What follows belongs to an exercise in optimizing a design on an open flow for small area; a production flow would make more cautious choices.
In this exercise RTL edits were held to simulation tests only and were not proved equivalent to the original.
Power is estimated from default activity; no workload was simulated.

oak:
Design snn_top, start of the top module:
module snn_top #(
parameter ACT_PER_ADDR = 1,
parameter BW_PER_ACT = 1
)
(
    input                  clk,           
    input                  srstn,         
    input                  encode_input,  
    input                  en_compute_FC1,  
    input                  en_compute_FC2,  
    output sram_wen_a,
    output sram_wen_b,
    output [20:0] sram_addr_a,
    output [9:0] sram_addr_b,
    input [ACT_PER_ADDR*BW_PER_ACT-1:0] sram_rdata_a,
    input [ACT_PER_ADDR*BW_PER_ACT-1:0] sram_rdata_b,
    output [ACT_PER_ADDR*BW_PER_ACT-1:0] sram_wdata_a,
    output [ACT_PER_ADDR*BW_PER_ACT-1:0] sram_wdata_b,
    input [17:0]                              sram_raddr_weight,  
    input [7:0]                               sram_rdata_weight,  
    output                                    en_compute_FC1_finish,
    output                                    en_compute_FC2_finish
);
clock: 14.0 ns
lec_check: 0
cap_margin: 20
core_margin: 2
core_utilization: 65
place_density: 0.8
slew_margin: 20
standard.sh (not shown) runs the stock make flow with config.mk's settings and CLKGATE_MAP_FILE= SYNTH_SCRIPT=/design/flow/synth_recipe.tcl, a recipe that flattens the netlist after the stock synthesis.
==> flow/flow/run.sh <==
#!/bin/bash
# Standard layout (the standard.sh: standard synthesis and ORFS steps) with these
# options changed:
#  - CTS: clock buffers up to clkbuf_8, sink clusters of up to 16 flip-flops within 80 um,
#    and no dummy loads on the leaf nets;
#  - port buffers: sky130_fd_sc_hd__buf_1 instead of the flow's default pick;
#  - the buffers ABC inserts are removed at floorplan (REMOVE_ABC_BUFFERS);
#  - after global routing, cells on paths with slack are downsized (RECOVER_POWER).
# All of make's output goes to flow_make.log in the work folder (ORFS's per-step logs are
# under orfs/logs/).
set -euo pipefail
export CTS_ARGS="-sink_clustering_enable -repair_clock_nets -dont_use_dummy_load -sink_clustering_size 16 -sink_clustering_max_diameter 80 -buf_list {sky130_fd_sc_hd__clkbuf_1 sky130_fd_sc_hd__clkbuf_2 sky130_fd_sc_hd__clkbuf_4 sky130_fd_sc_hd__clkbuf_8}"
export BUFFER_PORTS_ARGS="-buffer_cell sky130_fd_sc_hd__buf_1"
export REMOVE_ABC_BUFFERS=1
export RECOVER_POWER=100
bash standard.sh > flow_make.log 2>&1
oak completed end to end with timing, DRC and antenna clean.
--- input diff oak..pine ---
Settings: clearing PLACE_DENSITY, which used to be 0.8; swapping 65 for 40 in CORE_UTILIZATION.
==> flow/flow/run.sh <==
#!/bin/bash
# Standard layout (the standard.sh: standard synthesis and ORFS steps) with CTS and
# port-buffer options changed:
#  - CTS: clock buffers up to clkbuf_8, sink clusters of up to 16 flip-flops within 80 um,
#    and no dummy loads on the leaf nets;
#  - port buffers: sky130_fd_sc_hd__buf_1 instead of the flow's default pick.
# All of make's output goes to flow_make.log in the work folder (ORFS's per-step logs are
# under orfs/logs/).
set -euo pipefail
export CTS_ARGS="-sink_clustering_enable -repair_clock_nets -dont_use_dummy_load -sink_clustering_size 16 -sink_clustering_max_diameter 80 -buf_list {sky130_fd_sc_hd__clkbuf_1 sky130_fd_sc_hd__clkbuf_2 sky130_fd_sc_hd__clkbuf_4 sky130_fd_sc_hd__clkbuf_8}"
export BUFFER_PORTS_ARGS="-buffer_cell sky130_fd_sc_hd__buf_1"
bash standard.sh > flow_make.log 2>&1
==> comparison <==
All of oak and pine finish clean.
Count of non-CTS buffers in the layout: oak and pine compared, lower one is oak
Looking at power across oak and pine, the one that comes out higher is pine.
pine ends up with a first-pass GRT wire length that is 810 um lower than in oak.
## Diff of input files: birch against pine
Settings: PLACE_DENSITY now 0.8, previously not set; ABC_AREA now 1, previously not set; CORE_UTILIZATION now 65, was 40.
## What came out
- Comparing birch and pine, the lower critical path depth was measured on pine.
- pine -> birch: global-route wire length before repair increased by a little under 10%
- Looking at post-route cell area, birch sits about 1.2% above pine.
- Number of buffers added by the clock tree synthesis step: lower on birch
- Cell count of the worst reg-to-reg path: birch > pine
- Between pine and birch, total of clock buffers placed in the layout decreased.
- | die area | higher: pine |
- Of birch and pine, the run reporting the lower starting utilization of the core area was pine.
Modified inputs, maple compared to birch
Settings: a deleted ABC_AREA that had been 1.
==> run notes <==
- Starting density of the core: maple vs birch down 0.85 points
- maple against birch: standard cell core area decreased 1.2%, maximum frequency decreased 0.90 MHz, die outline height decreased 1.2%, power decreased about 1.2%.
- birch -> maple: area share of fa/ha/maj cells after synthesis flat
- Number of cells produced by synthesis ends up higher on birch.
- Post-place instance area (maple vs. birch) decreases by a few percent
- Lower detail-routed net length per standard cell was reported by birch, not maple.
- Wire length in maple is about 5.5% lower than in birch
- Relative to birch, area enclosed by the die boundary has decreased by about 2.4% in maple.

-- re-timing with driven ports --
No port has a modelled driver above. Below, the same layouts with a new extraction and two added sets of constraints.
Step 1 (the two cells are an assumption about what drives the block):
set clk [get_ports {clk}]
set_driving_cell -lib_cell sky130_fd_sc_hd__clkbuf_16 $clk
set_driving_cell -lib_cell sky130_fd_sc_hd__buf_2 [delete_from_list [all_inputs] $clk]
Step 2 adds t to the input delays and takes it off the output delays; t is the mean of the earliest and latest rising clock arrival at the registers after step 1. Input paths then give back, and output paths get back, about the clock's delay inside the block.
Three values: no drivers, after step 1, after step 2; two values: the first two.
run | shift t [ns] | setup WS [ns] | hold slack, ns
oak | 0.566 | 6.847 / 6.807 / 6.422 | 0.291 / 0.291 / 0.291
pine | 0.579 | 6.873 / 6.829 / 7.230 | 0.270 / 0.270 / 0.270
birch | 0.570 | 7.033 / 6.992 / 7.562 | 0.313 / 0.313 / 0.313
maple | 0.576 | 6.989 / 6.945 / 7.135 | 0.291 / 0.291 / 0.291
After both steps every run listed still meets setup and hold. The setup slack of oak, which loses most, moves by -0.040 ns with the drivers and by -0.425 ns with both steps.
